What follows belongs to an exercise in optimizing a design on an open flow for small area; a production flow would make more cautious choices. At most, simulation tests tie the RTL to the original design; equivalence was not proved. The RTL of runs 1 and 2 was laid out without a check of its function. Power figures rest on the tool's default switching activity, not on a simulated workload.

--- flow/flow/run.sh ---
#!/bin/bash
# Own flow: the standard layout, except that Yosys's ABC mapping step uses
# an area-oriented script (flow/abc_area.script) in place of ORFS's speed
# script. Everything else, registers included, is the standard synthesis and
# the standard ORFS steps.
set -euo pipefail
W=$(pwd)
rm -rf "$W/scripts_area"
cp -r "$FLOW_HOME/scripts" "$W/scripts_area"
cp "$W/flow/abc_area.script" "$W/scripts_area/abc_speed.script"
bash "$W/standard.sh" SCRIPTS_DIR="$W/scripts_area" synth > "$W/log_synth.txt" 2>&1
bash "$W/standard.sh" SCRIPTS_DIR="$W/scripts_area" finish > "$W/log_layout.txt" 2>&1
--- flow/flow/abc_area.script ---
strash
&get -n
&st
&deepsyn -T 20
&dch -f
&nf -p -R 1000
&put
--- flow/standard.sh ---
#!/bin/bash
# synth_recipe.tcl (not shown) runs the flow's synth.tcl, then flattens the netlist and writes it again
# the make line also repeats each setting of config.mk as NAME=value (left out here)
make -C /OpenROAD-flow-scripts/flow DESIGN_CONFIG=/design/flow/config.mk WORK_HOME=/design/flow/orfs CLKGATE_MAP_FILE= SYNTH_SCRIPT=/design/flow/synth_recipe.tcl "${@:-finish}"
--- flow/config.mk ---
export PLATFORM = sky130hd
export DESIGN_NAME = synth_top
export DESIGN_NICKNAME = synth_top
export VERILOG_FILES = /design/flow/design.v
export SDC_FILE = /design/flow/constraint.sdc
export NUM_CORES = 4
export LEC_CHECK = 0
export CAP_MARGIN = 20
export CORE_MARGIN = 2
export CORE_UTILIZATION = 60
export CTS_BUF_LIST = sky130_fd_sc_hd__clkbuf_4
export SLEW_MARGIN = 20
--- flow/constraint.sdc ---
create_clock -name core_clock -period 10.0 [get_ports {clk_io}]
set_input_delay 2.0000 -clock core_clock [delete_from_list [all_inputs] [get_ports {clk_io}]]
set_output_delay 2.0000 -clock core_clock [all_outputs]
set_load 0.01 [all_outputs]
--- flow/design.v ---
module reg_file(
  input             clk,
  input             rst,
  input             write_en,
  input      [3:0]  wrData,
  input      [15:0] DataIn,
  input      [3:0]  rdDataA,
  input      [3:0]  rdDataL,
  output     [15:0] A,
  output     [9:0]  L,
  input             hold_i2c,
  input             i2c_wr_en,
  input             i2c_ack_fail,
  input      [7:0]  i2c_to_reg_file_data,
  output     [7:0]  reg_file_to_i2c_data,
  output     [7:0]  i2c_slave_addr,
  output     [8:0]  i2c_addr,
  output     [15:0] pwm_reg0,
  output     [15:0] pwm_reg1,
  output     [15:0] pwm_reg2,
  output     [15:0] pwm_reg3,
  output     [15:0] pwm_reg4,
  output     [15:0] pwm_reg5,
  output     [15:0] pwm_reg6,
  output     [15:0] pwm_reg7);
  reg [15:0] r [1:15];
  reg        pend;
  wire        i2c_we = (i2c_wr_en & ~hold_i2c) | pend;
  wire [15:0] din    = rst ? 16'h0000 : DataIn;
  assign i2c_addr             = r[6][8:0];
  assign i2c_slave_addr       = r[7][7:0];
  assign reg_file_to_i2c_data = r[7][15:8];
  assign pwm_reg0 = r[8];
  assign pwm_reg1 = r[9];
  assign pwm_reg2 = r[10];
  assign pwm_reg3 = r[11];
  assign pwm_reg4 = r[12];
  assign pwm_reg5 = r[13];
  assign pwm_reg6 = r[14];
  assign pwm_reg7 = r[15];
  assign A = (rdDataA == 4'd0) ? 16'h0000 : r[rdDataA];
  wire [15:0] lfull = (rdDataL == 4'd0) ? 16'h0000 : r[rdDataL];
  assign L = lfull[9:0];
  integer i;
  always @(posedge clk) begin
    pend <= ~rst & i2c_wr_en & hold_i2c;
    for (i = 1; i < 16; i = i + 1) begin
      if (rst | (write_en & (wrData == i)))
        r[i] <= din;
      else if (i2c_we & (i == 6))
        r[i][9:8] <= {i2c_ack_fail, 1'b0};
      else if (i2c_we & (i == 7))
        r[i][15:8] <= i2c_to_reg_file_data;
    end
  end
endmodule
module Core(
  input             clk,
  input             rst,
  input      [15:0] mem_to_core_data,
  output     [15:0] core_to_mem_data,
  output     [9:0]  core_to_mem_address,
  output            core_to_mem_write_enable,
  input             i2c_wr_en,
  input             i2c_ack_fail,
  input      [7:0]  i2c_to_core_data,
  output     [7:0]  core_to_i2c_data,
  output     [7:0]  i2c_reg_addr,
  output     [8:0]  i2c_addr,
  output     [15:0] pwm_reg0,
  output     [15:0] pwm_reg1,
  output     [15:0] pwm_reg2,
  output     [15:0] pwm_reg3,
  output     [15:0] pwm_reg4,
  output     [15:0] pwm_reg5,
  output     [15:0] pwm_reg6,
  output     [15:0] pwm_reg7);
  wire [15:0] d = mem_to_core_data;
  reg        st_dec;
  reg        st_ex;
  reg [15:0] ir;
  reg [15:0] opr;
  reg [9:0]  pc;
  reg [1:0]  flag;
  wire st_fetch = ~st_dec & ~st_ex;
  wire [3:0] op = ir[15:12];
  wire op_lw  = op == 4'h0;
  wire op_sw  = op == 4'h1;
  wire op_jmp = op == 4'h2;
  wire op_br  = op == 4'h3;
  wire op_lt  = op == 4'hC;
  wire op_eq  = op == 4'hD;
  wire op_slr = op == 4'h9;
  wire op_ls  = op_lw | op_sw;
  wire d_sw  = d[15:12] == 4'h1;
  wire d_oui = d[15:12] == 4'h5;
  wire [3:0]  idx_a = st_dec ? (d_sw ? d[3:0] : (d_oui ? d[11:8] : d[7:4]))
                             : (op_ls ? ir[11:8] : ir[3:0]);
  wire [15:0] ra;
  wire [9:0]  rl;
  wire        sub = op_lt | op_eq | (op == 4'hB);
  wire [15:0] ax  = op_ls ? {6'b0, rl} : opr;
  wire [16:0] s   = {1'b0, ax} + {1'b0, ra ^ {16{sub}}} + {16'b0, sub};
  wire        borrow = ~s[16];
  wire        zero   = s[15:0] == 16'h0000;
  function [15:0] rev16(input [15:0] x);
    integer k;
    for (k = 0; k < 16; k = k + 1) rev16[k] = x[15-k];
  endfunction
  wire [15:0] sh_in  = op_slr ? rev16(opr) : opr;
  wire [15:0] sh_out = sh_in << ir[3:0];
  wire [15:0] shres  = op_slr ? rev16(sh_out) : sh_out;
  reg [15:0] alu;
  always @(*) begin
    case (op)
      4'h4:    alu = {8'h00, ir[7:0]};
      4'h5:    alu = opr | {ir[7:0], 8'h00};
      4'h6:    alu = opr & ra;
      4'h7:    alu = opr | ra;
      4'h8:    alu = shres;
      4'h9:    alu = shres;
      4'hA:    alu = s[15:0];
      4'hB:    alu = borrow ? 16'h0000 : s[15:0];
      default: alu = ~opr;
    endcase
  end
  wire        we   = st_ex & (op_lw | (op_jmp & ir[6]) | ~(op_sw | op_jmp | op_br | op_lt | op_eq));
  wire [3:0]  widx = op_lw ? ir[3:0] : (op_jmp ? 4'd5 : ir[11:8]);
  wire [15:0] wd   = op_lw ? d : (op_jmp ? {6'b0, pc} : alu);
  reg_file rf(
    .clk(clk), .rst(rst),
    .write_en(we), .wrData(widx), .DataIn(wd),
    .rdDataA(idx_a), .rdDataL(ir[7:4]), .A(ra), .L(rl),
    .hold_i2c(st_dec),
    .i2c_wr_en(i2c_wr_en), .i2c_ack_fail(i2c_ack_fail),
    .i2c_to_reg_file_data(i2c_to_core_data),
    .reg_file_to_i2c_data(core_to_i2c_data),
    .i2c_slave_addr(i2c_reg_addr), .i2c_addr(i2c_addr),
    .pwm_reg0(pwm_reg0), .pwm_reg1(pwm_reg1), .pwm_reg2(pwm_reg2), .pwm_reg3(pwm_reg3),
    .pwm_reg4(pwm_reg4), .pwm_reg5(pwm_reg5), .pwm_reg6(pwm_reg6), .pwm_reg7(pwm_reg7));
  wire flag_br  = ir[8] ? flag[1] : flag[0];
  wire flag_jmp = ir[7] ? flag[1] : flag[0];
  wire take_br  = st_ex & op_br & (ir[11] == flag_br);
  wire take_jmp = st_ex & op_jmp & (~ir[11] | (ir[10] == flag_jmp));
  wire [9:0] pc_sum = pc + (st_dec ? 10'd1 : {{2{ir[7]}}, ir[7:0]});
  assign core_to_mem_address      = st_ex ? (op_ls ? s[9:0] : 10'd0) : pc;
  assign core_to_mem_data         = (st_ex & op_sw) ? opr : 16'h0000;
  assign core_to_mem_write_enable = st_ex & op_sw;
  always @(posedge clk) begin
    ir  <= d;
    opr <= ra;
    st_dec <= ~rst & st_fetch;
    st_ex  <= ~rst & st_dec & (d[15:12] != 4'hF);
    if (rst | st_dec | take_br | take_jmp)
      pc <= rst ? 10'd0 : (take_jmp ? ra[9:0] : pc_sum);
    if (rst | (st_ex & op_lt))
      flag[1] <= ~rst & borrow;
    if (rst | (st_ex & op_eq))
      flag[0] <= ~rst & zero;
  end
endmodule
module counter(input clk,
               input reset,
               input [7:0] count_to,
               output reg [7:0] count);
  function ge8(input [7:0] a, input [7:0] b);
    integer k;
    reg g;
    begin
      g = 1'b1;
      for (k = 0; k < 8; k = k + 1)
        g = b[k] ? (a[k] & g) : (a[k] | g);
      ge8 = g;
    end
  endfunction
  wire wrap = (count_to != 8'd0) & ge8(count, count_to);
  always @(posedge clk)
    count <= (reset | wrap) ? 8'd0 : count + 8'd1;
endmodule
module pwm(input clk,
           input reset,
           input [15:0] pwm_reg,
           output reg pwm_out);
  function ge8(input [7:0] a, input [7:0] b);
    integer k;
    reg g;
    begin
      g = 1'b1;
      for (k = 0; k < 8; k = k + 1)
        g = b[k] ? (a[k] & g) : (a[k] | g);
      ge8 = g;
    end
  endfunction
  wire [7:0] count;
  counter U1(.clk(clk), .reset(reset), .count_to(pwm_reg[15:8]), .count(count));
  always @(posedge clk)
    pwm_out <= ~reset & ge8(pwm_reg[7:0], count);
endmodule
module I2C(
  input            clock,
  input            reset,
  input      [8:0] device_address,
  input      [7:0] reg_address,
  input      [7:0] data_in,
  input            sda_read,
  input            scl_read,
  output reg       sda_out,
  output reg       scl_out,
  output reg [7:0] data_out,
  output reg       ack_fail,     
  output           WE);
  reg       active;     
  reg [3:0] step;       
  reg [6:0] p;          
  reg [3:0] b;          
  reg [5:0] sample;     
  reg       ended;      
  wire ph_start = step == 4'd0;
  wire ph_send  = (step == 4'd1) | (step == 4'd2) | (step == 4'd3) | (step == 4'd5);
  wire ph_rep   = step == 4'd4;
  wire ph_recv  = step == 4'd6;
  wire ph_one   = step == 4'd7;
  wire ph_stop  = step == 4'd8;
  wire p0  = p == 7'd0;
  wire p1  = p == 7'd1;
  wire p41 = p == 7'd41;
  wire p51 = p == 7'd51;
  wire p92 = p == 7'd92;
  wire p95 = p == 7'd95;
  wire p99 = p == 7'd99;
  wire b0  = b == 4'd0;
  wire b1  = b == 4'd1;
  wire b8  = b == 4'd8;
  wire b9  = b == 4'd9;
  reg [7:0] byte_s;
  always @(*) begin
    case (step)
      4'd1:    byte_s = {device_address[7:1], 1'b0};
      4'd2:    byte_s = reg_address;
      4'd3:    byte_s = data_in;
      default: byte_s = {device_address[7:1], 1'b1};
    endcase
  end
  wire bit_s = byte_s[~b[2:0]];
  wire seq  = ph_send | ph_recv;
  wire adv  = ~(active & seq) | ~scl_out | scl_read;
  wire high = sample[5];
  assign WE = active & ph_stop & b1 & p51;
  wire fin = (ph_start & p41) | (ph_one & b1 & p1) | (ph_send & b9 & p0) |
             (ph_recv & b8 & p1) | ((ph_rep | ph_stop) & b1 & p51);
  reg [3:0] step_next;
  always @(*) begin
    if (ph_stop)                         step_next = 4'd0;
    else if (ack_fail)                   step_next = 4'd8;
    else if ((step == 4'd2) & device_address[0])  step_next = 4'd4;
    else if ((step == 4'd3) & ~device_address[0]) step_next = 4'd8;
    else                                 step_next = step + 4'd1;
  end
  always @(posedge clock) begin
    if (reset) begin
      active  <= 1'b0;
      step    <= 4'd0;
      sda_out <= 1'b1;
      scl_out <= 1'b1;
    end else if (~active) begin
      active <= device_address[8];
    end else begin
      if (ended) begin
        active <= 1'b0;
        step   <= step_next;
      end
      if (ph_start) begin
        sda_out <= 1'b0;
        if (p41) scl_out <= 1'b0;
      end
      if (ph_send) begin
        if (p1 & ~b9) sda_out <= b8 | bit_s;
        if (p51) scl_out <= 1'b1;
        if (p95) scl_out <= 1'b0;
      end
      if (ph_recv) begin
        if (p51) scl_out <= 1'b1;
        if (p1 & ~b0) scl_out <= 1'b0;
      end
      if (ph_one) begin
        if (b0 & p1)  sda_out <= 1'b1;
        if (b0 & p51) scl_out <= 1'b1;
        if (b0 & p92) scl_out <= 1'b0;
      end
      if (ph_rep) begin
        if (b0 & p1)  sda_out <= 1'b1;
        if (b0 & p51) scl_out <= 1'b1;
        if (b1 & p1)  sda_out <= 1'b0;
        if (b1 & p51) scl_out <= 1'b0;
      end
      if (ph_stop) begin
        if (b0 & p1)  sda_out <= 1'b0;
        if (b0 & p51) scl_out <= 1'b1;
        if (b1 & p1)  sda_out <= 1'b1;
      end
    end
  end
  always @(posedge clock) begin
    if (~active) begin
      p     <= 7'd0;
      b     <= 4'd0;
      ended <= 1'b0;
    end else begin
      if (adv) begin
        p <= p99 ? 7'd0 : p + 7'd1;
        if (p99) b <= b + 4'd1;
      end
      if (fin) ended <= 1'b1;
    end
    if (p51)
      sample <= 6'd1;
    else if (adv & sda_read)
      sample <= sample + 6'd1;
    if (active & ph_start & p41)
      data_out <= data_in;
    else if (active & ph_recv & p1 & ~b0 & scl_out)
      data_out <= {data_out[6:0], high};
    if (active & ph_start)
      ack_fail <= 1'b0;
    else if (active & ph_send & b8 & p95 & high)
      ack_fail <= 1'b1;
  end
endmodule
module synth_top(
 input 		  	reset_io,
 input		  	clk_io,	 
 input 	[15:0] 		data_in_io,
 output [15:0] 		data_out_io, 
 output [9:0]  		addr_out_io,
 output 		core_to_mem_enable_io,
 input		  	sda_read_io,
 input		  	scl_read_io,
 output			sda_out_io,
 output			scl_out_io,
 output 		pwm0_io,
 output 		pwm1_io,
 output 		pwm2_io,
 output 		pwm3_io,
 output 		pwm4_io,
 output 		pwm5_io,
 output 		pwm6_io,
 output 		pwm7_io
);
wire 			i2c_ack_fail;
wire [8:0]		i2c_addr_wire;
wire [15:0]		core_to_r0;
wire [15:0]		core_to_r1;
wire [15:0]		core_to_r2;
wire [15:0]		core_to_r3;
wire [15:0]		core_to_r4;
wire [15:0]		core_to_r5;
wire [15:0]		core_to_r6;
wire [15:0]		core_to_r7;
wire 			i2c_to_core_WE;
wire [7:0]		i2c_to_core_data_wire;
wire [7:0]		core_to_i2c_data_wire;
wire [7:0]		i2c_to_core_reg_addr_wire;
Core c1(
  .clk							(clk_io),
  .rst							(reset_io),
  .i2c_wr_en						(i2c_to_core_WE),
  .mem_to_core_data				(data_in_io),           
  .core_to_mem_data				(data_out_io),           
  .core_to_mem_address			(addr_out_io),       	  
  .core_to_mem_write_enable		(core_to_mem_enable_io), 		  
  .i2c_ack_fail					(i2c_ack_fail),
  .i2c_to_core_data				(i2c_to_core_data_wire),    
  .core_to_i2c_data				(core_to_i2c_data_wire),      
  .i2c_reg_addr					(i2c_to_core_reg_addr_wire),    
  .i2c_addr						(i2c_addr_wire),
  .pwm_reg0						(core_to_r0),
  .pwm_reg1						(core_to_r1),
  .pwm_reg2						(core_to_r2),
  .pwm_reg3						(core_to_r3),
  .pwm_reg4						(core_to_r4),
  .pwm_reg5						(core_to_r5),
  .pwm_reg6						(core_to_r6),
  .pwm_reg7						(core_to_r7));
pwm p0	  (	
			.clk				(clk_io), 
			.reset				(reset_io), 
			.pwm_reg			(core_to_r0),
			.pwm_out			(pwm0_io)
		  );
pwm p1	  (	
			.clk				(clk_io), 
			.reset				(reset_io), 
			.pwm_reg			(core_to_r1),
			.pwm_out			(pwm1_io)
		  );
pwm p2	  (	
			.clk				(clk_io), 
			.reset				(reset_io), 
			.pwm_reg			(core_to_r2),
			.pwm_out			(pwm2_io)
		  );
pwm p3	  (	
			.clk				(clk_io), 
			.reset				(reset_io), 
			.pwm_reg			(core_to_r3),
			.pwm_out			(pwm3_io)
		  );
pwm p4	  (	
			.clk				(clk_io), 
			.reset				(reset_io), 
			.pwm_reg			(core_to_r4),
			.pwm_out			(pwm4_io)
		  );
pwm p5	  (	
			.clk				(clk_io), 
			.reset				(reset_io), 
			.pwm_reg			(core_to_r5),
			.pwm_out			(pwm5_io)
		  );
pwm p6	  (	
			.clk				(clk_io), 
			.reset				(reset_io), 
			.pwm_reg			(core_to_r6),
			.pwm_out			(pwm6_io)
		  );
pwm p7	  (	
			.clk				(clk_io), 
			.reset				(reset_io), 
			.pwm_reg			(core_to_r7),
			.pwm_out			(pwm7_io)
		  );
I2C i2c_1(  
			.clock				(clk_io),
			.reset				(reset_io),
			.device_address			(i2c_addr_wire),
			.reg_address			(i2c_to_core_reg_addr_wire),
			.data_in			(core_to_i2c_data_wire),
			.sda_read			(sda_read_io),
			.scl_read			(scl_read_io),
			.sda_out			(sda_out_io),
 			.scl_out			(scl_out_io),
			.data_out			(i2c_to_core_data_wire),
			.ack_fail			(i2c_ack_fail),
			.WE				    (i2c_to_core_WE)
			);
endmodule
==> results.txt, run 1 <==
Cells after Synth: 2013
Die footprint: 0.0353 mm^2
Routed length per instance: 31.0 um
Post-CTS Resized: 0
Synth Area in Simple Gates: 15.7%
GRT overflow: 0
Ports: 57
Period utilisation layout: 96.9%
Clock H-tree levels: 3
Mux share of post-synthesis cell area: 0.998%
Max_cap viols: 0
Compound-Gate Fraction of Synth Area: 22.5%
Synth top area share: 38.4%
ANT nets after route: 0
CTS Buf Count: 96
EDFF count, synth: 260
Period minus WS final: 9.69 ns
Area growth syn-to-layout: 15.0%
Worst vdd ir: 0.000160 V
Tot GR Track Use: 48.4%
RSZ-0062 raised after global routing: no
Setup Viol. Count Final: 0
Dpl hpwl: 62200 um
Sink Count: 393
Core area: 0.0334 mm^2
Top cells by count, synth: edfxtp_1 (260), nor2_1 (184), nand2_1 (164)
Antenna violations before repair: 6
Final TNS setup: 0 ns
Synth warnings: 22
Top FF cell, synth: edfxtp_1
Hold Violations, Final: 0
Largest area contributor in the netlist: edfxtp_1
1st-pass router iterations: 11
Most common cell in the netlist: edfxtp_1
Internal power: 3.07 mW
Fin Hold WS: 0.474 ns
Via-per-instance ratio: 7.28
Setup bufs post-CTS: 0
Type of the worst setup path: in2out
Final WL: 86400 um
Crit path required time: 8.00 ns
Die Wd: 188 um
CP Launch Type: input pin
Syn Nets: 2082
# rows: 67
Largest family of logic cells by synthesized area: compound AO/OA/AOI/OAI gates
Largest net degree at the start of global routing: 40
DRC: 0
Layout Nets: 2317
Peak fanout along the critical path: 15
RePlAce Congestion: 1.12
Initial Utilization: 60.7%
Die H: 188 um
Wire length on met3: 14100 um
DR WL met2: 35500 um
Status: no timing/DRC/antenna violations
First-pass GRT wire length: 125000 um
I/O Buffers: 56
Critical Path AT: 7.69 ns
Via count: 20279
Sequential-to-total area share from yosys stat: 51.5%
Vias in the first global route: 19237
Final Skew: 0.0549 ns
Routed length on met1: 30500 um
Fmax: 0.103 GHz
Part of the power in registers: 46.3%
Final slew viol count: 0
CP endpoint kind: output port
Non-Filler Instances: 2785
P_leak: 8.38 nW
Cell Pwr Density: 210 mW/mm^2
Clock Latency Late Sink: 0.84 ns
Combinational share of power: 25.5%
Netlist cell types: 60
DRT iter0 DRCs: 3970
Hold-fix buffers at CTS: 0
Clk buf depth: 3
Worst Max-Slew Pin Slew: 1.26 ns
Root Driver: clkbuf_4
Adder-Cell Fraction of Synth Area: 3.93%
Switching power: 1.83 mW
Post-Syn Area: 0.0203 mm^2
Top post-synthesis cells by area: edfxtp_1 (38%), dfxtp_1 (13%), a22oi_1 (5.4%), nor2_1 (3.4%), nand2_1 (3.0%)
Fraction of layout cells with a size suffix above 1: 10.7%
Sw Share: 37.4%
Power Total: 4.90 mW
Hold Path Class: reg2reg
Mean Syn Cell Area: 10.1 um^2
Clock power share: 28.2%
CTS tree: yes
Clock-pin slew on the worst setup and hold paths: 0.07 ns
Placed Instances: 2598
Xor/xnor share of the synthesized area: 2.80%
Slew headroom: 15.7%
Placed instance area: 0.0221 mm^2
Seq cells post-synth: 393
Max Used Layer: met5
Asr flop ratio synth: 0%
Final instance area: 0.0234 mm^2
==> layout make-up <==
type	count	area, um^2
sequential	393	10500
antenna	5	12.5
clock inverter	40	180
fill	2439	10100
tap	448	561
clock buffer	142	1070
timing repair buffer	137	1180
multi-input combinational	1480	9370
inverter	140	526
==> worst paths after layout <==
| check | start | endpoint | slack [ns] | cells past startpoint |
|---|---|---|---|---|
| setup / recovery | data_in_io[13] | addr_out_io[9] | 0.31 | 24 |
| hold / removal | p2.U1.count[7] | p2.pwm_out | 0.47 | 1 |
| setup reg to reg | c1.ir[14] | c1.rf.r[8][1] | 1.54 | 37 |
| hold reg to reg | p2.U1.count[7] | p2.pwm_out | 0.47 | 1 |
==> per-layer routing <==
metal  vias to the layer above  global-route usage (%)
met5                         -                       0
met4                         2                    30.4
met3                       444                    17.1
met2                      2066                    68.0
met1                      9377                    63.7
li1                       8390                       -
==> registers in the layout, summed over array words and instances (netlist names), 4 cells and up <==
signal          flops
c1.rf.r           240
c1.ir              16
c1.opr             16
c1.pc              10
i2c_1.data_out      8
p0.U1.count         8
p1.U1.count         8
p2.U1.count         8
p3.U1.count         8
p4.U1.count         8
p5.U1.count         8
p6.U1.count         8
p7.U1.count         8
i2c_1.p             7
i2c_1.sample        6
i2c_1.b             4
i2c_1.step          4
==> cell families (layout without fill, tap and decap cells) <==
logic type,after synthesis,in the layout
buffers and inverters,140,459
adders and majority gates,66,66
DFF,393,393
AOI/OAI and AO/OA,666,666
muxes,19,19
other,0,5
xor gates and xnor gates,65,65
and+or+nand+nor,664,664
==> critical path, cell delays in order <==
cell	delay, ns
clkdlybuf4s50_1	0.49
nor3b_1	0.31
buf_4	0.20
nor2_1	0.08
a222oi_1	0.39
nand3_1	0.23
nand2b_1	0.21
nor2_1	0.09
buf_4	0.21
a22oi_1	0.21
nand4_1	0.15
o21ai_0	0.40
xnor2_1	0.12
ha_1	0.34
a21o_1	0.20
a21o_1	0.19
a21o_1	0.19
a21o_1	0.18
a21o_1	0.19
a21o_1	0.17
a21o_1	0.19
xnor2_1	0.30
o22ai_1	0.11
clkdlybuf4s50_1	0.51
==> power by group through the flow <==
stage / sequential [mW] / combinational [mW] / clock (mW)
floorplan: 2.12 / 0.711 / 0
global placement: 2.27 / 1.16 / 0
detailed placement: 2.27 / 1.18 / 0
CTS: 2.24 / 1.19 / 1.37
global route: 2.26 / 1.31 / 1.43
finish: 2.27 / 1.25 / 1.38
==> metrics by stage <==
step | utilization (%) | setup WS [ns]
after floorplan | - | 0.863
after global placement | 66.0 | 0.476
after detailed placement | 66.0 | 0.255
after CTS | 69.8 | 0.357
after global routing | 69.8 | 0.00942
final | 69.8 | 0.313
==> layout by cell type (no fill, tap or decap), types with 41 or more instances in the layout <==
cell type        count
clkdlybuf4s50_1     55
dfxtp_1            133
o21ai_0            103
xnor2_1             53
nor2b_1             49
a21oi_1            111
a222oi_1            41
clkbuf_4           142
clkinv_1           164
nor2_1             184
nand3_1             59
o22ai_1             62
a22oi_1            147
nor3_1              60
buf_4               80
edfxtp_1           260
nand2_1            164
ha_1                47
==> run 2: changes to the inputs <==
==> flow/run.sh (new file) <==
#!/bin/bash
# synth_recipe.tcl (not shown) runs the flow's synth.tcl, then flattens the netlist and writes it again
# the make line also repeats each setting of config.mk as NAME=value (left out here)
make -C /OpenROAD-flow-scripts/flow DESIGN_CONFIG=/design/flow/config.mk WORK_HOME=/design/flow/orfs CLKGATE_MAP_FILE= SYNTH_SCRIPT=/design/flow/synth_recipe.tcl finish
removed: flow/flow/run.sh
removed: flow/flow/abc_area.script
removed: flow/standard.sh
==> run 2 against run 1 <==
Compared with the run above: power rose by 11%; first-iteration DRC count rose by 5.2%; hold slack improved by 0.036 ns; combinational power rose by 38%; clock-buffer cell count rose by 6; setup slack got worse by 0.063 ns; highest routed layer unchanged; cell count rose by 14%; fmax fell by 0.64%; largest cell class is now multi-input combinational cells; still clean.
==> results.txt, run 2 <==
Hold Violations, Final: 0 (unchanged)
Largest registers: c1.rf.r: 240 flops, c1.ir: 16 flops, c1.opr: 16 flops
Hold-fix buffers at CTS: 0 (unchanged)
Routed length per instance: 32.6 um (+5.0%)
Ports: 57 (unchanged)
CTS tree: yes
Mean Syn Cell Area: 9.67 um^2 (-4.2%)
Final Skew: 0.117 ns (+0.0625 ns)
Worst vdd ir: 0.000185 V (+15%)
RePlAce Congestion: 1.13 (+1.0%)
Sink Count: 393 (unchanged)
Final WL: 103000 um (+19%)
Initial Utilization: 60.8% (about the same)
Period minus WS final: 9.75 ns (+0.0627 ns)
Placed Instances: 2969 (+14%)
Clock Latency Late Sink: 0.90 ns (+0.06 ns)
Largest net degree at the start of global routing: 73 (+83%)
Root Driver: clkbuf_4
Clock-pin slew on the worst setup and hold paths: 0.07 ns (about the same)
Worst Hold Depth: 1 (unchanged)
Fmax: 0.103 GHz (-0.64%)
Post-CTS Resized: 0 (unchanged)
Final setup margin: 0.250 ns (-0.0627 ns)
Type of the worst setup path: in2out
First-pass GRT wire length: 147000 um (+18%)
Worst Max-Slew Pin Slew: 1.29 ns (+0.0368 ns)
# rows: 72 (+7.5%)
GRT overflow: 0 (unchanged)
Flop-to-flop setup slack: 2.17 ns (+0.63 ns)
Peak fanout along the critical path: 14 (-1)
Setup bufs post-CTS: 0 (unchanged)
Final design utilization: 68.1% (-1.7 points)
Hold Path Origin: p0.U1.count[0]
Setup Viol. Count Final: 0 (unchanged)
Final instance area: 0.0263 mm^2 (+12%)
Pre-CTS WS: 0.408 ns (+0.153 ns)
RSZ-0062 raised after global routing: no
Final TNS setup: 0 ns (unchanged)
Status: no timing/DRC/antenna violations
Commonest non-fill, non-tap cell in the layout: edfxtp_1
I/O Buffers: 56 (unchanged)
P_leak: 9.98 nW (+19%)
Crit path required time: 8.00 ns (about the same)
Worst-case reg-to-reg path depth: 25 (-32%)
Max FFs per register: 240 (unchanged)
Syn Nets: 2492 (+20%)
Sequential-to-total area share from yosys stat: 44.7% (-6.9 points)
Die footprint: 0.0407 mm^2 (+15%)
Max_cap viols: 0 (unchanged)
Top FF cell, synth: edfxtp_1
Asr flop ratio synth: 0% (unchanged)
Critical Path AT: 7.75 ns (+0.06 ns)
Placed instance area: 0.0249 mm^2 (+13%)
Largest stage delay on the critical path: 0.78 ns (+0.27 ns)
EDFF count, synth: 260 (unchanged)
Cell Pwr Density: 207 mW/mm^2 (-1.5%)
Antenna violations before repair: 11 (+5)
Area growth syn-to-layout: 12.0%
Hold EP: p0.U1.count[0]
Die H: 202 um (+7.2%)
DRT iter0 DRCs: 4177 (+5.2%)
Netlist cell types: 97 (+62%)
CP Launch Type: input pin
Top cells by count, synth: edfxtp_1 (260), nor2_1 (226), nand2_1 (206)
Synth warnings: 22 (unchanged)
Non-Filler Instances: 3164 (+14%)
Final slew viol count: 0 (unchanged)
Top post-synthesis cells by area: edfxtp_1 (33%), dfxtp_1 (11%), nor2_1 (3.6%), maj3_1 (3.4%), nand2_1 (3.3%)
CP cell instances: clkdlybuf4s50_1 -> mux2i_1 -> a22o_1 -> nor2_2 -> buf_4 -> nand3_1 -> nor2_1 -> a221o_1 -> a2111oi_0 -> a22o_1 -> xnor2_1 -> ha_1 -> nand2_1 -> a21oi_1 -> o21a_1 -> o21ai_0 -> nand2b_1 -> a21oi_1 -> xnor2_1 -> inv_1 -> o22ai_1 -> clkdlybuf4s50_1
Clk buf depth: 3 (unchanged)
Slowest library cell on the worst path: clkdlybuf4s50_1
Power Total: 5.43 mW (+11%)
Tot GR Track Use: 50.2% (+1.8 points)
Slew headroom: 13.8% (-1.9 points)
Worst r2r src: c1.ir[15]
DRC: 0 (unchanged)
Die Wd: 202 um (+7.2%)
FILL cells: 2948 (+21%)
Post-Syn Area: 0.0234 mm^2 (+15%)
Bufs and invs on worst path: 4 (unchanged)
Most flop-heavy register: c1.rf.r
Fin Hold WS: 0.509 ns (+0.0355 ns)
Core area: 0.0386 mm^2 (+15%)
Clock H-tree levels: 3 (unchanged)
1st-pass router iterations: 9 (-2)
Most common cell in the netlist: edfxtp_1
CP endpoint kind: output port
Largest area contributor in the netlist: edfxtp_1
Dpl hpwl: 74700 um (+20%)
CTS Buf Count: 100 (+4.2%)
Fraction of layout cells with a size suffix above 1: 14.1% (+3.4 points)
Via count: 22763 (+12%)
Via-per-instance ratio: 7.19 (-1.2%)
ANT nets after route: 0 (unchanged)
Synth top area share: 33.3% (-5.1 points)
Period utilisation layout: 97.5% (+0.63 points)
Crit path max-delay family: compound AO/OA/AOI/OAI gates
Cells after Synth: 2423 (+20%)
Most frequent cells in the layout: edfxtp_1 (260), nor2_1 (223), nand2_1 (205), inv_1 (159), clkbuf_4 (148)
Layout Nets: 2623 (+13%)
Vias in the first global route: 21582 (+12%)
Seq cells post-synth: 393 (unchanged)
Hold Path Class: reg2reg
RR Endpoint: c1.rf.r[7][14]
## run 2: cell types whose count changed after synthesis, sizes merged, moves of 32 or more
cell	change
xor2	+35
o22ai	-32
mux2i	+48
nand2	+44
maj3	+72
a22oi	-104
buf	+42
a21oi	+36
inv	+161
clkinv	-138
a222oi	-32
clkbuf	+82
nor2	+45
## run 2: worst register-to-register path: cells and delay by family, from the launching register on
kind | cells | cell delay, ns
AOI/OAI and AO/OA | 11 | 3.71
buffers and inverters | 7 | 1.84
and+or+nand+nor | 4 | 0.89
adders and majority gates | 2 | 0.79
DFF | 1 | 0.39
xor gates and xnor gates | 1 | 0.08
## run 2: area by class of cell
class	count	area [um^2]	area share [%]
Multi-Input combinational cell	1743	11900	45.3
Clock buffer	148	1110	4.23
Tap cell	518	648	2.47
Timing Repair Buffer	153	1300	4.95
Clock inverter	39	190	0.724
Antenna cell	7	17.5	0.0667
Inverter	163	612	2.33
Sequential cell	393	10500	39.9
## run 2: kinds of logic after synthesis
logic type,share of synthesized area [%]
AO/OA/AOI/OAI,18.8
buffers and inverters,4.87
flip-flops,44.7
adder cells (fa/ha/maj),6.53
XOR/XNOR,3.74
AND/OR/NAND/NOR,16.2
multiplexers,5.17
## run 2: worst max path at each step
| stage | from | endpoint | slack [ns] | cells past startpoint |
|---|---|---|---|---|
| final | data_in_io[14] | addr_out_io[8] | 0.25 | 22 |
| after global routing | data_in_io[14] | addr_out_io[8] | 0.006 | 21 |
| after CTS | data_in_io[14] | addr_out_io[8] | 0.40 | 22 |
| after detailed placement | data_in_io[14] | addr_out_io[8] | 0.41 | 22 |
| after global placement | data_in_io[14] | addr_out_io[8] | 0.53 | 22 |
| after floorplan | data_in_io[14] | addr_out_io[8] | 2.09 | 22 |
## run 2: report_power, final
part	switching [mW]	total, mW	internal [mW]	leakage, nW
logic	1.11	1.73	0.625	5.47
clock network	0.726	1.43	0.708	0.766
registers	0.301	2.26	1.96	3.74
total	2.13	5.43	3.30	9.98
## run 2: routing by layer
layer | global-route usage (%) | wire length [um] | share of wire (%) | up-vias
li1 | - | - | - | 9315
met1 | 60.9 | 35200 | 34 | 10722
met2 | 71.6 | 42400 | 41 | 2101
met3 | 19.8 | 15500 | 15 | 611
met4 | 38.4 | 9880 | 9.6 | 14
met5 | 0.595 | 135 | 0.13 | -
==> run 3: changes to the inputs <==
--- a/flow/design.v
+++ b/flow/design.v
@@ -39,7 +39,17 @@
   assign pwm_reg6 = r[14];
   assign pwm_reg7 = r[15];
-  assign A = (rdDataA == 4'd0) ? 16'h0000 : r[rdDataA];
-  wire [15:0] lfull = (rdDataL == 4'd0) ? 16'h0000 : r[rdDataL];
-  assign L = lfull[9:0];
+  reg [15:0] a_or;
+  reg [9:0]  l_or;
+  integer j;
+  always @(*) begin
+    a_or = 16'h0000;
+    l_or = 10'h000;
+    for (j = 1; j < 16; j = j + 1) begin
+      a_or = a_or | ({16{rdDataA == j}} & r[j]);
+      l_or = l_or | ({10{rdDataL == j}} & r[j][9:0]);
+    end
+  end
+  assign A = a_or;
+  assign L = l_or;
   integer i;
   always @(posedge clk) begin
@@ -93,13 +103,11 @@
   wire op_slr = op == 4'h9;
   wire op_ls  = op_lw | op_sw;
-  wire d_sw  = d[15:12] == 4'h1;
-  wire d_oui = d[15:12] == 4'h5;
-  wire [3:0]  idx_a = st_dec ? (d_sw ? d[3:0] : (d_oui ? d[11:8] : d[7:4]))
-                             : (op_ls ? ir[11:8] : ir[3:0]);
+  wire d_hi = (d[15:12] == 4'h0) | (d[15:12] == 4'h1) | (d[15:12] == 4'h5);
+  wire [3:0]  idx_a = st_dec ? (d_hi ? d[11:8] : d[7:4]) : ir[3:0];
   wire [15:0] ra;
   wire [9:0]  rl;
+  wire [9:0]  addr = opr[9:0] + rl;
   wire        sub = op_lt | op_eq | (op == 4'hB);
-  wire [15:0] ax  = op_ls ? {6'b0, rl} : opr;
-  wire [16:0] s   = {1'b0, ax} + {1'b0, ra ^ {16{sub}}} + {16'b0, sub};
+  wire [16:0] s   = {1'b0, opr} + {1'b0, ra ^ {16{sub}}} + {16'b0, sub};
   wire        borrow = ~s[16];
   wire        zero   = s[15:0] == 16'h0000;
@@ -144,6 +152,6 @@
   wire take_jmp = st_ex & op_jmp & (~ir[11] | (ir[10] == flag_jmp));
   wire [9:0] pc_sum = pc + (st_dec ? 10'd1 : {{2{ir[7]}}, ir[7:0]});
-  assign core_to_mem_address      = st_ex ? (op_ls ? s[9:0] : 10'd0) : pc;
-  assign core_to_mem_data         = (st_ex & op_sw) ? opr : 16'h0000;
+  assign core_to_mem_address      = st_ex ? (op_ls ? addr : 10'd0) : pc;
+  assign core_to_mem_data         = (st_ex & op_sw) ? ra : 16'h0000;
   assign core_to_mem_write_enable = st_ex & op_sw;
   always @(posedge clk) begin
==> flow/flow/run.sh (new file) <==
#!/bin/bash
# Own flow: the standard layout (standard.sh) with these changes:
#  - synthesis: Yosys's ABC mapping step uses an area-oriented script
#    (flow/abc_area.script) in place of ORFS's speed script; everything else,
#    registers included, is the standard synthesis;
#  - port buffers are sky130_fd_sc_hd__buf_1 (every port still gets one);
#  - clock tree: clkbuf_8 buffers, sinks clustered by 16 within 60 um, no
#    dummy loads;
#  - after global routing, gates on paths with slack are downsized
#    (ORFS's RECOVER_POWER step).
# Each make run writes its full output to a log file here; ORFS's per-step
# logs are under orfs/logs/.
set -euo pipefail
W=$(pwd)
rm -rf "$W/scripts_area"
cp -r "$FLOW_HOME/scripts" "$W/scripts_area"
cp "$W/flow/abc_area.script" "$W/scripts_area/abc_speed.script"
VARS=(
  "SCRIPTS_DIR=$W/scripts_area"
  "BUFFER_PORTS_ARGS=-buffer_cell sky130_fd_sc_hd__buf_1"
  "CTS_ARGS=-sink_clustering_enable -repair_clock_nets -dont_use_dummy_load -buf_list sky130_fd_sc_hd__clkbuf_8 -sink_clustering_size 16 -sink_clustering_max_diameter 60"
  "RECOVER_POWER=100"
)
bash "$W/standard.sh" "${VARS[@]}" synth > "$W/log_synth.txt" 2>&1
bash "$W/standard.sh" "${VARS[@]}" finish > "$W/log_layout.txt" 2>&1
==> flow/flow/abc_area.script (new file) <==
strash
&get -n
&st
&deepsyn -T 20
&dch -f
&nf -p -R 1000
&put
==> flow/standard.sh (new file) <==
#!/bin/bash
# synth_recipe.tcl (not shown) runs the flow's synth.tcl, then flattens the netlist and writes it again
# the make line also repeats each setting of config.mk as NAME=value (left out here)
make -C /OpenROAD-flow-scripts/flow DESIGN_CONFIG=/design/flow/config.mk WORK_HOME=/design/flow/orfs CLKGATE_MAP_FILE= SYNTH_SCRIPT=/design/flow/synth_recipe.tcl "${@:-finish}"
--- a/flow/config.mk
+++ b/flow/config.mk
@@ -9,4 +9,3 @@
 export CORE_MARGIN = 2
 export CORE_UTILIZATION = 60
-export CTS_BUF_LIST = sky130_fd_sc_hd__clkbuf_4
 export SLEW_MARGIN = 20
removed: flow/run.sh
==> run 3 against run 2 <==
Compared with the run above: now fails the layout checks on capacitance limit, slew limit; sequential share of layout area up 7.6 points; synthesized area shrank 13%; first-iteration DRC count down 15%; global-route usage shrank 3.5 points; clock skew fell by 0.029 ns; critical endpoint is now c1.rf.r[9][14].
==> results.txt, run 3 <==
Sw Share: 37.1% (-2.2 points)
Synth warnings: 6 (-73%)
Clock power share: 19.7% (-6.7 points)
Slew headroom: -20.6% (-34 points)
Fraction of layout cells with a size suffix above 1: 3.86% (-10 points)
First-pass GRT wire length: 120000 um (-18%)
Cells after Synth: 1954 (-19%)
RSZ-0062 raised after global routing: no
Vias in the first global route: 18277 (-15%)
CP endpoint kind: flip-flop
Netlist cell types: 63 (-35%)
Dpl hpwl: 61600 um (-17%)
CTS Buf Count: 34 (-66%)
Setup Viol. Count Final: 0 (unchanged)
DRC: 0 (unchanged)
Worst-case reg-to-reg path depth: 30 (+20%)
CP Launch Point: data_in_io[14]
Period minus WS final: 9.46 ns (-0.287 ns)
Tot GR Track Use: 46.7% (-3.5 points)
DRT iter0 DRCs: 3560 (-15%)
RR Endpoint: c1.rf.r[7][12]
Die Wd: 188 um (-6.7%)
Ports: 57 (unchanged)
Root Driver: clkbuf_8
Slowest library cell on the worst path: o21ai_1
Final WL: 83400 um (-19%)
Clock Latency Late Sink: 0.64 ns (-0.26 ns)
Status: finished with violations
Final slew viol count: 136 (+136)
ANT nets after route: 0 (unchanged)
Hold Violations, Final: 0 (unchanged)
Most frequent cells in the layout: edfxtp_1 (260), nor2_1 (202), clkinv_1 (136), dfxtp_1 (133), a22oi_1 (116)
Flop-to-flop setup slack: 1.51 ns (-0.66 ns)
Period utilisation layout: 94.6% (-2.9 points)
Setup bufs post-CTS: 0 (unchanged)
Synth top area share: 38.3% (+5.0 points)
Worst vdd ir: 0.000142 V (-23%)
Final design utilization: 66.0% (-2.1 points)
Hold-fix buffers at CTS: 0 (unchanged)
Die footprint: 0.0354 mm^2 (-13%)
Largest net degree at the start of global routing: 52 (-29%)
Via count: 19333 (-15%)
Crit path required time: 10.33 ns (+2.33 ns)
Failed Checks: capacitance limit, slew limit
Combinational share of power: 26.5% (-5.4 points)
Hold Path Class: reg2reg
Peak fanout along the critical path: 11 (-3)
Die H: 188 um (-6.7%)
Post-CTS Resized: 0 (unchanged)
Switching power: 1.56 mW (-27%)
Max_cap viols: 7 (+7)
FILL cells: 2648 (-10%)
Critical path capture point: c1.rf.r[9][14]
Layout Nets: 2206 (-16%)
RePlAce Congestion: 1.09 (-3.7%)
1st-pass router iterations: 9 (unchanged)
Top cells by count, synth: edfxtp_1 (260), nor2_1 (202), clkinv_1 (136)
Fmax: 0.106 GHz (+3.0%)
Asr flop ratio synth: 0% (unchanged)
Cell Pwr Density: 191 mW/mm^2 (-7.7%)
Worst r2r src: c1.ir[2]
Antenna diodes: 0 (-7)
Initial Utilization: 60.9% (+0.096 points)
Top post-synthesis cells by area: edfxtp_1 (38%), dfxtp_1 (13%), a22oi_1 (4.3%), nor2_1 (3.7%), ha_1 (3.6%)
Post-Syn Area: 0.0204 mm^2 (-13%)
Via-per-instance ratio: 7.52 (+4.5%)
Largest area contributor in the netlist: edfxtp_1
CTS tree: yes
Critical Path AT: 9.79 ns (+2.04 ns)
Most frequent CP cell: o21ai_0
Mean Syn Cell Area: 10.4 um^2 (+7.7%)
Seq cells post-synth: 393 (unchanged)
EDFF count, synth: 260 (unchanged)
Clock H-tree levels: 2 (-1)
Core area: 0.0334 mm^2 (-13%)
Routed length per instance: 32.4 um (-0.42%)
Antenna violations before repair: 4 (-7)
Largest registers: c1.rf.r: 240 flops, c1.ir: 16 flops, c1.opr: 16 flops
Most common cell in the netlist: edfxtp_1
Internal power: 2.65 mW (-20%)
Commonest non-fill, non-tap cell in the layout: edfxtp_1
GRT overflow: 0 (unchanged)
Sink Count: 393 (unchanged)
Final Skew: 0.0885 ns (-0.0289 ns)
Clock-pin slew on the worst setup and hold paths: 0.10 ns (+0.03 ns)
Worst Max-Slew Pin Slew: 1.81 ns (+0.516 ns)
Top FF cell, synth: edfxtp_1
Max FFs per register: 240 (unchanged)
CP Launch Type: input pin
P_leak: 7.52 nW (-25%)
Sequential-to-total area share from yosys stat: 51.4% (+6.7 points)
I/O Buffers: 56 (unchanged)
Clk buf depth: 3 (unchanged)
Type of the worst setup path: in2reg
Syn Nets: 2035 (-18%)
Area growth syn-to-layout: 8.39%
Largest stage delay on the critical path: 0.83 ns (+0.05 ns)
Final TNS setup: 0 ns (unchanged)
# rows: 67 (-6.9%)
Part of the power in registers: 53.8% (+12 points)
Most flop-heavy register: c1.rf.r
==> run 3: changes by cell type in the layout (fill, tap and decap cells not counted), moves of 39 or more <==
cell / before / now
buf_4: 97 / 39
a222oi_1: 9 / 62
nand2_1: 205 / 111
a21oi_1: 146 / 96
and2_1: 39 / 0
buf_1: 0 / 48
clkbuf_4: 148 / 0
clkinv_1: 34 / 136
a22oi_1: 42 / 116
maj3_1: 79 / 24
mux2i_1: 57 / 11
inv_1: 159 / 0
clkbuf_1: 0 / 45
clkdlybuf4s50_1: 55 / 0
==> run 3: metrics by stage <==
step | std cells | total power [mW] | worst slack (ns) | area [um^2] | hold WS, ns
finish | 2571 | 4.21 | 0.537 | 22100 | 0.483
global route | 2571 | 4.31 | 0.288 | 22100 | 0.501
CTS | 2571 | 4.14 | 1.19 | 22200 | 0.480
detailed placement | 2537 | 3.35 | 0.609 | 21700 | 0.459
global placement | 2537 | 3.31 | 0.907 | 21700 | 0.458
floorplan | 1954 | 2.81 | 1.79 | 20400 | 0.432
==> run 3: layout make-up <==
| cell class | count | area (um^2) | area share, % |
|---|---|---|---|
| sequential | 393 | 10500 | 47.4 |
| multi-input combinational | 1425 | 9400 | 42.6 |
| timing repair buffer | 135 | 657 | 2.98 |
| tap | 448 | 561 | 2.54 |
| inverter | 136 | 510 | 2.31 |
| clock buffer | 34 | 468 | 2.12 |
==> run 3: power by group through the flow <==
| stage | sequential, mW | clock, mW | combinational [mW] |
|---|---|---|---|
| finish | 2.27 | 0.832 | 1.12 |
| global route | 2.26 | 0.874 | 1.18 |
| CTS | 2.23 | 0.823 | 1.09 |
| detailed placement | 2.27 | 0 | 1.08 |
| global placement | 2.27 | 0 | 1.05 |
| floorplan | 2.11 | 0 | 0.695 |
==> run 3: cells by family (layout without fill, tap and decap cells) <==
kind of cell / after synthesis / after routing / share of synthesized area (%)
and+or+nand+nor: 626 / 626 / 14.9
AOI/OAI and AO/OA: 612 / 612 / 21.4
DFF: 393 / 393 / 51.4
buffers and inverters: 136 / 305 / 2.51
adders and majority gates: 85 / 85 / 5.04
xor gates and xnor gates: 68 / 68 / 2.92
muxes: 34 / 34 / 1.87
==> run 3: worst min path at each step <==
stage              startpoint        endpoint  slack, ns  cells past startpoint
6_report       p6.U1.count[7]      p6.pwm_out       0.48                      1
5_1_grt        p6.U1.count[7]      p6.pwm_out       0.50                      1
4_1_cts        p6.U1.count[7]      p6.pwm_out       0.48                      1
3_5_place_dp   p6.U1.count[7]      p6.pwm_out       0.46                      1
3_3_place_gp   p6.U1.count[0]  p6.U1.count[0]       0.46                      1
2_1_floorplan  p0.U1.count[7]      p0.pwm_out       0.43                      1
==> run 3: worst max-delay path, delay by kind of cell <==
kind                     cells  cell delay, ns
AO/OA/AOI/OAI               16            4.40
buffers and inverters        6            2.05
AND/OR/NAND/NOR              5            0.80
adder cells (fa/ha/maj)      1            0.36
XOR/XNOR                     1            0.15
==> run 3: layer usage <==
layer	up-vias	GRT usage (%)	part of all wire [%]
met1	9081	59.4	35
met3	515	15.9	15
met4	2	32.7	9.1
met2	1770	66.9	41
met5	-	0.687	0.017
li1	7965	-	-
==> run 4: changes to the inputs <==
--- a/flow/design.v
+++ b/flow/design.v
@@ -183,6 +183,10 @@
   endfunction
   wire wrap = (count_to != 8'd0) & ge8(count, count_to);
+  wire [7:0] inc = {count[7] ^ (&count[6:0]), count[6] ^ (&count[5:0]),
+                    count[5] ^ (&count[4:0]), count[4] ^ (&count[3:0]),
+                    count[3] ^ (&count[2:0]), count[2] ^ (&count[1:0]),
+                    count[1] ^ count[0], ~count[0]};
   always @(posedge clk)
-    count <= (reset | wrap) ? 8'd0 : count + 8'd1;
+    count <= (reset | wrap) ? 8'd0 : inc;
 endmodule
 module pwm(input clk,
@@ -221,4 +225,15 @@
   reg [3:0] step;       
   reg [6:0] p;          
+  function [6:0] lf(input integer n);
+    integer i;
+    reg [6:0] x;
+    begin
+      x = 7'd1;
+      for (i = 0; i < n; i = i + 1) x = {x[5:0], x[6] ^ x[5]};
+      lf = x;
+    end
+  endfunction
+  localparam [6:0] L0 = lf(0), L1 = lf(1), L41 = lf(41), L51 = lf(51),
+                   L92 = lf(92), L95 = lf(95), L99 = lf(99);
   reg [3:0] b;          
   reg [5:0] sample;     
@@ -230,11 +245,11 @@
   wire ph_one   = step == 4'd7;
   wire ph_stop  = step == 4'd8;
-  wire p0  = p == 7'd0;
-  wire p1  = p == 7'd1;
-  wire p41 = p == 7'd41;
-  wire p51 = p == 7'd51;
-  wire p92 = p == 7'd92;
-  wire p95 = p == 7'd95;
-  wire p99 = p == 7'd99;
+  wire p0  = p == L0;
+  wire p1  = p == L1;
+  wire p41 = p == L41;
+  wire p51 = p == L51;
+  wire p92 = p == L92;
+  wire p95 = p == L95;
+  wire p99 = p == L99;
   wire b0  = b == 4'd0;
   wire b1  = b == 4'd1;
@@ -311,10 +326,10 @@
   always @(posedge clock) begin
     if (~active) begin
-      p     <= 7'd0;
+      p     <= L0;
       b     <= 4'd0;
       ended <= 1'b0;
     end else begin
       if (adv) begin
-        p <= p99 ? 7'd0 : p + 7'd1;
+        p <= p99 ? L0 : {p[5:0], p[6] ^ p[5]};
         if (p99) b <= b + 4'd1;
       end
--- a/flow/flow/run.sh
+++ b/flow/flow/run.sh
@@ -7,6 +7,4 @@
 #  - clock tree: clkbuf_8 buffers, sinks clustered by 16 within 60 um, no
 #    dummy loads;
-#  - after global routing, gates on paths with slack are downsized
-#    (ORFS's RECOVER_POWER step).
 # Each make run writes its full output to a log file here; ORFS's per-step
 # logs are under orfs/logs/.
@@ -20,5 +18,4 @@
   "BUFFER_PORTS_ARGS=-buffer_cell sky130_fd_sc_hd__buf_1"
   "CTS_ARGS=-sink_clustering_enable -repair_clock_nets -dont_use_dummy_load -buf_list sky130_fd_sc_hd__clkbuf_8 -sink_clustering_size 16 -sink_clustering_max_diameter 60"
-  "RECOVER_POWER=100"
 )
 bash "$W/standard.sh" "${VARS[@]}" synth > "$W/log_synth.txt" 2>&1
==> flow/flow/abc_area.script (replaced) <==
strash
&get -n
&st
&deepsyn -T 60
&dch -f
&nf -p -R 1000
&put
==> run 4 against run 3 <==
Compared with the run above: now clean on timing, DRC and antenna; largest cell class unchanged; combinational power hardly changed; sequential power hardly changed; non-clock buffer count is 12 lower; flip-flop and latch count stayed put; fmax is 4.3% higher; clock power is 0.6% lower; power is 0.65% lower.
==> results.txt, run 4 <==
Status: no timing/DRC/antenna violations
Critical path capture point: c1.rf.r[7][11]
Root Driver: clkbuf_8
CTS tree: yes
Peak fanout along the critical path: 15 (+4)
CP Launch Type: input pin
Non-Filler Instances: 2535 (-1.4%)
Syn Nets: 2019 (-0.79%)
Core area: 0.0334 mm^2 (-0.25%)
Top post-synthesis cells by area: edfxtp_1 (39%), dfxtp_1 (13%), ha_1 (4.4%), a22oi_1 (3.9%), nor2_1 (3.4%)
CP endpoint kind: flip-flop
Final TNS setup: 0 ns (unchanged)
DRC: 0 (unchanged)
P_leak: 7.85 nW (+4.3%)
Ports: 57 (unchanged)
Switching power: 1.54 mW (-1.5%)
Hold Path Class: reg2reg
Most flop-heavy register: c1.rf.r
Setup bufs post-CTS: 0 (unchanged)
Type of the worst setup path: in2reg
Clk buf depth: 3 (unchanged)
Combinational share of power: 26.2% (-0.3 points)
Dpl hpwl: 61000 um (-0.99%)
Top cells by count, synth: edfxtp_1 (260), nor2_1 (186), clkinv_1 (142)
Cells after Synth: 1925 (-1.5%)
Clock power share: 19.8% (about the same)
Most frequent cells in the layout: edfxtp_1 (260), nor2_1 (186), clkinv_1 (142), dfxtp_1 (133), a21oi_1 (112)
ANT nets after route: 0 (unchanged)
DRT iter0 DRCs: 3311 (-7.0%)
Hold-fix buffers at CTS: 0 (unchanged)
CP Launch Point: data_in_io[14]
First-pass GRT wire length: 119000 um (-1.1%)
Via-per-instance ratio: 7.49 (-0.44%)
Largest stage delay on the critical path: 0.85 ns (+0.02 ns)
Sw Share: 36.8% (-0.31 points)
Max_cap viols: 0 (-7)
Top FF cell, synth: edfxtp_1
Most common cell in the netlist: edfxtp_1
Max FFs per register: 240 (unchanged)
Die H: 188 um (-0.29%)
Tot GR Track Use: 46.7% (about the same)
RSZ-0062 raised after global routing: no
RePlAce Congestion: 1.11 (+1.5%)
Routed length per instance: 32.8 um (+1.1%)
Period minus WS final: 9.08 ns (-0.386 ns)
Fraction of layout cells with a size suffix above 1: 5.62% (+1.8 points)
Worst Max-Slew Pin Slew: 1.12 ns (-0.691 ns)
EDFF count, synth: 260 (unchanged)
Most frequent CP cell: a21oi_1
Crit path required time: 10.37 ns (+0.04 ns)
Setup Viol. Count Final: 0 (unchanged)
Die footprint: 0.0352 mm^2 (-0.58%)
Post-Syn Area: 0.0202 mm^2 (-0.59%)
Mean Syn Cell Area: 10.5 um^2 (+0.91%)
Period utilisation layout: 90.8% (-3.9 points)
Netlist cell types: 62 (-1.6%)
Placed Instances: 2495 (-1.7%)
Fmax: 0.110 GHz (+4.3%)
I/O Buffers: 56 (unchanged)
Synth warnings: 6 (unchanged)
Post-CTS Resized: 0 (unchanged)
Largest registers: c1.rf.r: 240 flops, c1.ir: 16 flops, c1.opr: 16 flops
Flop-to-flop setup slack: 1.65 ns (+0.14 ns)
Hold Violations, Final: 0 (unchanged)
Synth top area share: 38.6% (+0.23 points)
Largest net degree at the start of global routing: 49 (-5.8%)
Slowest library cell on the worst path: nor2_1
Sink Count: 393 (unchanged)
Part of the power in registers: 54.0% (+0.2 points)
Critical Path AT: 9.45 ns (-0.34 ns)
Antenna violations before repair: 2 (-2)
Layout Nets: 2178 (-1.3%)
Slew headroom: 25.4% (+46 points)
Asr flop ratio synth: 0% (unchanged)
Die Wd: 188 um (-0.29%)
Clock H-tree levels: 2 (unchanged)
# rows: 67 (unchanged)
RR Endpoint: c1.rf.r[7][11]
Cell Pwr Density: 190 mW/mm^2 (-0.71%)
CTS Buf Count: 34 (unchanged)
Worst Hold Depth: 1 (unchanged)
Clock Latency Late Sink: 0.66 ns (+0.02 ns)
Worst-case reg-to-reg path depth: 30 (unchanged)
Final slew viol count: 0 (-100%)
Via count: 18978 (-1.8%)
1st-pass router iterations: 13 (+4)
Clock-pin slew on the worst setup and hold paths: 0.09 ns (about the same)
Final Skew: 0.0710 ns (-0.0175 ns)
Sequential-to-total area share from yosys stat: 51.7% (+0.31 points)
Worst vdd ir: 0.000146 V (+2.6%)
Area growth syn-to-layout: 9.10%
Initial Utilization: 60.7% (-0.21 points)
Largest area contributor in the netlist: edfxtp_1
Power Total: 4.19 mW (-0.65%)
Vias in the first global route: 18017 (-1.4%)
GRT overflow: 0 (unchanged)
Internal power: 2.64 mW (-0.17%)
Worst r2r src: c1.st_dec
Commonest non-fill, non-tap cell in the layout: edfxtp_1
Final WL: 83100 um (-0.32%)
Seq cells post-synth: 393 (unchanged)
run 4: metal layers:
layer	up-vias	track usage, %	part of all wire [%]	wire length [um]
met5	-	0	0	0
met4	0	31.2	8.6	7160
met3	496	13.3	14	11800
met2	1687	69.7	42	35000
met1	8953	59.5	35	29100
li1	7842	-	-	-
run 4: cell families after synthesis:
kind of cell             Yosys count  share of synthesized area [%]
AO/OA/AOI/OAI                    617                           21.6
adder cells (fa/ha/maj)           93                           5.62
XOR/XNOR                          60                           2.60
multiplexers                      23                           1.21
AND/OR/NAND/NOR                  597                           14.6
flip-flops                       393                           51.7
buffers and inverters            142                           2.63
run 4: final cells by class:
cell class / instances / area [um^2]
Fill cell: 2540 / 11300
Multi-Input combinational cell: 1390 / 9330
Clock buffer: 34 / 468
Timing Repair Buffer: 123 / 714
Antenna cell: 5 / 12.5
Sequential cell: 393 / 10500
Tap cell: 448 / 561
Inverter: 142 / 533
run 4: how the worst min path moves through the flow:
stage,start,endpoint,slack [ns]
6_report,p5.U1.count[0],p5.U1.count[0],0.45
5_1_grt,p6.U1.count[0],p6.U1.count[0],0.48
4_1_cts,p5.U1.count[0],p5.U1.count[0],0.46
3_5_place_dp,p5.U1.count[0],p5.U1.count[0],0.44
3_3_place_gp,p6.U1.count[0],p6.U1.count[0],0.43
2_1_floorplan,p0.U1.count[0],p0.U1.count[0],0.42
run 4: metrics by stage:
step	area, um^2	hold slack, ns	worst slack, ns	util (%)
after floorplan	20200	0.421	1.25	-
after global routing	22100	0.477	0.624	66.2
after CTS	22100	0.458	1.23	66.1
final	22100	0.455	0.923	66.2
after detailed placement	21600	0.436	0.627	64.7
after global placement	21600	0.432	0.915	64.7
run 4: power by group through the flow:
| stage | logic [mW] | registers [mW] | clock network (mW) |
|---|---|---|---|
| finish | 1.10 | 2.26 | 0.827 |
| global route | 1.15 | 2.26 | 0.871 |
| CTS | 1.05 | 2.23 | 0.814 |
| detailed placement | 1.04 | 2.27 | 0 |
| global placement | 1.01 | 2.27 | 0 |
| floorplan | 0.661 | 2.11 | 0 |
run 4: critical path: cells and delay by family:
family / cells / cell delay [ns]
AOI/OAI and AO/OA: 23 / 4.83
and+or+nand+nor: 4 / 1.39
adders and majority gates: 1 / 0.45
xor gates and xnor gates: 1 / 0.23
buffers and inverters: 3 / 0.52
==> run 5: changes to the inputs <==
==> flow/run.sh (new file) <==
#!/bin/bash
# synth_recipe.tcl (not shown) runs the flow's synth.tcl, then flattens the netlist and writes it again
# the make line also repeats each setting of config.mk as NAME=value (left out here)
make -C /OpenROAD-flow-scripts/flow DESIGN_CONFIG=/design/flow/config.mk WORK_HOME=/design/flow/orfs CLKGATE_MAP_FILE= SYNTH_SCRIPT=/design/flow/synth_recipe.tcl finish
--- a/flow/config.mk
+++ b/flow/config.mk
@@ -9,3 +9,6 @@
 export CORE_MARGIN = 2
 export CORE_UTILIZATION = 60
+export CTS_BUF_LIST = sky130_fd_sc_hd__clkbuf_8
+export CTS_CLUSTER_DIAMETER = 60
+export CTS_CLUSTER_SIZE = 16
 export SLEW_MARGIN = 20
removed: flow/flow/run.sh
removed: flow/flow/abc_area.script
removed: flow/standard.sh
==> run 5 against run 4 <==
Compared with the run above: still clean on timing, DRC and antenna; synthesized cell count increased by 19%; global-route usage is 0.76 points lower; power increased by 11%; flip-flop and latch count is the same; setup slack gained 0.12 ns; clock-buffer cell count is 6 higher; via count increased by 9.7%; largest cell class is now multi-input combinational cells.
==> results.txt, run 5 <==
Die H: 199 um (+5.9%)
Syn Nets: 2381 (+18%)
Clock H-tree levels: 2 (unchanged)
DRC: 0 (unchanged)
CP endpoint kind: flip-flop
Largest area contributor in the netlist: edfxtp_1
I/O Buffers: 56 (unchanged)
Synth warnings: 6 (unchanged)
RePlAce Congestion: 1.17 (+5.5%)
Most frequent CP cell: a21oi_1
Routed length per instance: 31.5 um (-3.8%)
Crit path max-delay family: simple AND/OR/NAND/NOR gates
Initial Utilization: 60.7% (about the same)
Clock Latency Late Sink: 0.68 ns (+0.02 ns)
Top FF cell, synth: edfxtp_1
Tot GR Track Use: 45.9% (-0.76 points)
Most flop-heavy register: c1.rf.r
Peak fanout along the critical path: 17 (+2)
Vias in the first global route: 19347 (+7.4%)
Worst Max-Slew Pin Slew: 1.32 ns (+0.197 ns)
Die Wd: 199 um (+5.9%)
Core area: 0.0375 mm^2 (+12%)
Xor/xnor share of the synthesized area: 3.43% (+0.83 points)
RSZ-0062 raised after global routing: no
Top cells by count, synth: edfxtp_1 (260), nor2_1 (219), inv_1 (167)
Status: no timing/DRC/antenna violations
Setup Viol. Count Final: 0 (unchanged)
Largest family of logic cells by synthesized area: compound AO/OA/AOI/OAI gates
Post-Syn Area: 0.0228 mm^2 (+12%)
CP Launch Type: input pin
First-pass GRT wire length: 130000 um (+9.2%)
Largest stage delay on the critical path: 0.83 ns (-0.02 ns)
Most frequent cells in the layout: edfxtp_1 (260), nor2_1 (219), inv_1 (177), nand2_1 (166), dfxtp_1 (133)
Seq cells post-synth: 393 (unchanged)
Bufs and invs on worst path: 2 (-1)
Synth Area in Simple Gates: 15.1% (+0.56 points)
Post-CTS Resized: 0 (unchanged)
Layout Nets: 2440 (+12%)
Final Skew: 0.0367 ns (-0.0343 ns)
Crit path required time: 10.44 ns (+0.07 ns)
Slew headroom: 11.9% (-14 points)
CP cell instances: clkdlybuf4s50_1 -> nor2_1 -> a211oi_1 -> or3_1 -> and2_1 -> a22oi_1 -> and4_1 -> nand3_1 -> xnor2_1 -> fa_1 -> a21o_1 -> a21oi_1 -> o21bai_1 -> a31oi_1 -> o21ai_0 -> a21oi_1 -> a21oi_1 -> buf_4 -> and3_1 -> a32oi_1 -> nand3_1 -> a21o_1
1st-pass router iterations: 13 (unchanged)
Compound-Gate Fraction of Synth Area: 18.8% (-2.8 points)
CP Depth: 22 (-31%)
Final setup margin: 1.04 ns (+0.118 ns)
Hold-fix buffers at CTS: 0 (unchanged)
Setup bufs post-CTS: 0 (unchanged)
Hold Violations, Final: 0 (unchanged)
Clock-pin slew on the worst setup and hold paths: 0.10 ns (about the same)
Final WL: 91100 um (+9.6%)
Worst-case reg-to-reg path depth: 21 (-30%)
Sink Count: 393 (unchanged)
# rows: 71 (+6.0%)
Max_cap viols: 0 (unchanged)
Dpl hpwl: 67500 um (+11%)
Largest registers: c1.rf.r: 240 flops, c1.ir: 16 flops, c1.opr: 16 flops
Die footprint: 0.0395 mm^2 (+12%)
Largest net degree at the start of global routing: 50 (+2.0%)
Period utilisation layout: 89.6% (-1.2 points)
GRT overflow: 0 (unchanged)
Mean Syn Cell Area: 9.95 um^2 (-5.4%)
Mux share of post-synthesis cell area: 4.17% (+3.0 points)
Netlist cell types: 92 (+48%)
P_leak: 9.43 nW (+20%)
Commonest non-fill, non-tap cell in the layout: edfxtp_1
Type of the worst setup path: in2reg
Max FFs per register: 240 (unchanged)
Most common cell in the netlist: edfxtp_1
Area growth syn-to-layout: 10.2%
Asr flop ratio synth: 0% (unchanged)
Adder-Cell Fraction of Synth Area: 7.69% (+2.1 points)
EDFF count, synth: 260 (unchanged)
Via count: 20823 (+9.7%)
Worst Hold Depth: 1 (unchanged)
Synth top area share: 34.3% (-4.3 points)
Pre-CTS WS: 0.707 ns (+0.0807 ns)
Cell Pwr Density: 186 mW/mm^2 (-1.9%)
Final slew viol count: 0 (unchanged)
Hold Path Class: reg2reg
Via-per-instance ratio: 7.21 (-3.7%)
Period minus WS final: 8.96 ns (-0.118 ns)
ANT nets after route: 0 (unchanged)
Final TNS setup: 0 ns (unchanged)
Antenna violations before repair: 5 (+3)
Worst vdd ir: 0.000140 V (-3.6%)
Sequential-to-total area share from yosys stat: 46.0% (-5.7 points)
Root Driver: clkbuf_8
Fmax: 0.112 GHz (+1.3%)
CTS tree: yes
Fraction of layout cells with a size suffix above 1: 8.54% (+2.9 points)
Ports: 57 (unchanged)
Cells after Synth: 2287 (+19%)
Top post-synthesis cells by area: edfxtp_1 (34%), dfxtp_1 (12%), ha_1 (3.9%), nor2_1 (3.6%), maj3_1 (3.5%)
Slowest library cell on the worst path: nand3_1
DRT iter0 DRCs: 3958 (+20%)
CTS Buf Count: 39 (+15%)
Clk buf depth: 3 (unchanged)
Critical Path AT: 9.40 ns (-0.05 ns)
==> run 5: power breakdown <==
part           total [mW]  switching [mW]  internal (mW)
clock                1.14           0.658          0.482
sequential           2.21           0.262           1.95
combinational        1.31           0.842          0.469
==> run 5: path summary, 6_finish.rpt <==
path / start / endpoint / slack [ns]
worst min register to register: p1.U1.count[0] / p1.U1.count[0] / 0.48
worst max-delay path: data_in_io[15] / c1.rf.r[7][11] / 1.04
worst max register to register: c1.ir[3] / c1.rf.r[7][11] / 2.18
worst min-delay path: p1.U1.count[0] / p1.U1.count[0] / 0.48
==> run 5: metrics by stage <==
stage          hold slack [ns]  power (mW)  util, %  instance area (um^2)  instances
3_5_place_dp             0.452        3.47     64.4                 24200       2815
2_1_floorplan            0.421        2.92        -                 22800       2287
6_report                 0.482        4.66     66.9                 25100       2888
4_1_cts                  0.476        4.57     66.8                 25000       2886
3_3_place_gp             0.436        3.45     64.4                 24100       2815
5_1_grt                  0.504        4.78     66.9                 25100       2888
==> run 5: metal layers <==
layer | track usage, % | vias up | share of wire [%] | routed length [um]
met4 | 22.8 | 8 | 6.4 | 5870
met5 | 0.255 | - | 0.057 | 52
met2 | 63.8 | 1877 | 40 | 36100
li1 | - | 8701 | - | -
met1 | 60.6 | 9800 | 37 | 33300
met3 | 20.6 | 437 | 17 | 15800
==> run 5: layout make-up <==
cell class                      instances  area, um^2
Multi-Input combinational cell       1621       11400
Clock inverter                         31         325
Timing Repair Buffer                  120        1040
Inverter                              171         642
Fill cell                            2982       12400
Clock buffer                           40         551
Tap cell                              511         639
Sequential cell                       393       10500
Antenna cell                            1        2.50
==> run 5: cell families after synthesis <==
group	after synthesis
adder cells (fa/ha/maj)	154
AO/OA/AOI/OAI	586
multiplexers	85
XOR/XNOR	89
buffers and inverters	273
AND/OR/NAND/NOR	707
flip-flops	393

[separate check: timing with driven ports]
How much do the figures lean on ideal ports? The routed layouts below were timed once more, with nothing changed but the port constraints. Step 1, drivers: a clkbuf_16 drives clk_io and a buf_2 each remaining input, both assumed. Step 2, shift: input delay + t, output delay - t, t = (earliest + latest rising clock arrival at the registers) / 2. This alone moves slack from input paths to output paths. Three values: no drivers, after step 1, after step 2; two values: the first two.
| run | shift t [ns] | slack for setup (ns) | worst slew at a driven data input, ns | pins driven straight from the clock port |
|---|---|---|---|---|
| run 1 | 0.862 | 0.313 / 0.285 / -0.143 | 0.04 | 1 |
| run 2 | 0.899 | 0.250 / 0.218 / 0.218 | 0.05 | 1 |
| run 3 | 0.641 | 0.537 / 0.563 / -0.078 | 0.04 | 1 |
| run 4 | 0.676 | 0.923 / 0.949 / 0.272 | 0.03 | 1 |
| run 5 | 0.716 | 1.042 / 1.073 / 0.357 | 0.05 | 1 |
For run 5, which loses most, drivers alone change the setup slack by +0.031 ns; drivers and shift together by -0.685 ns.
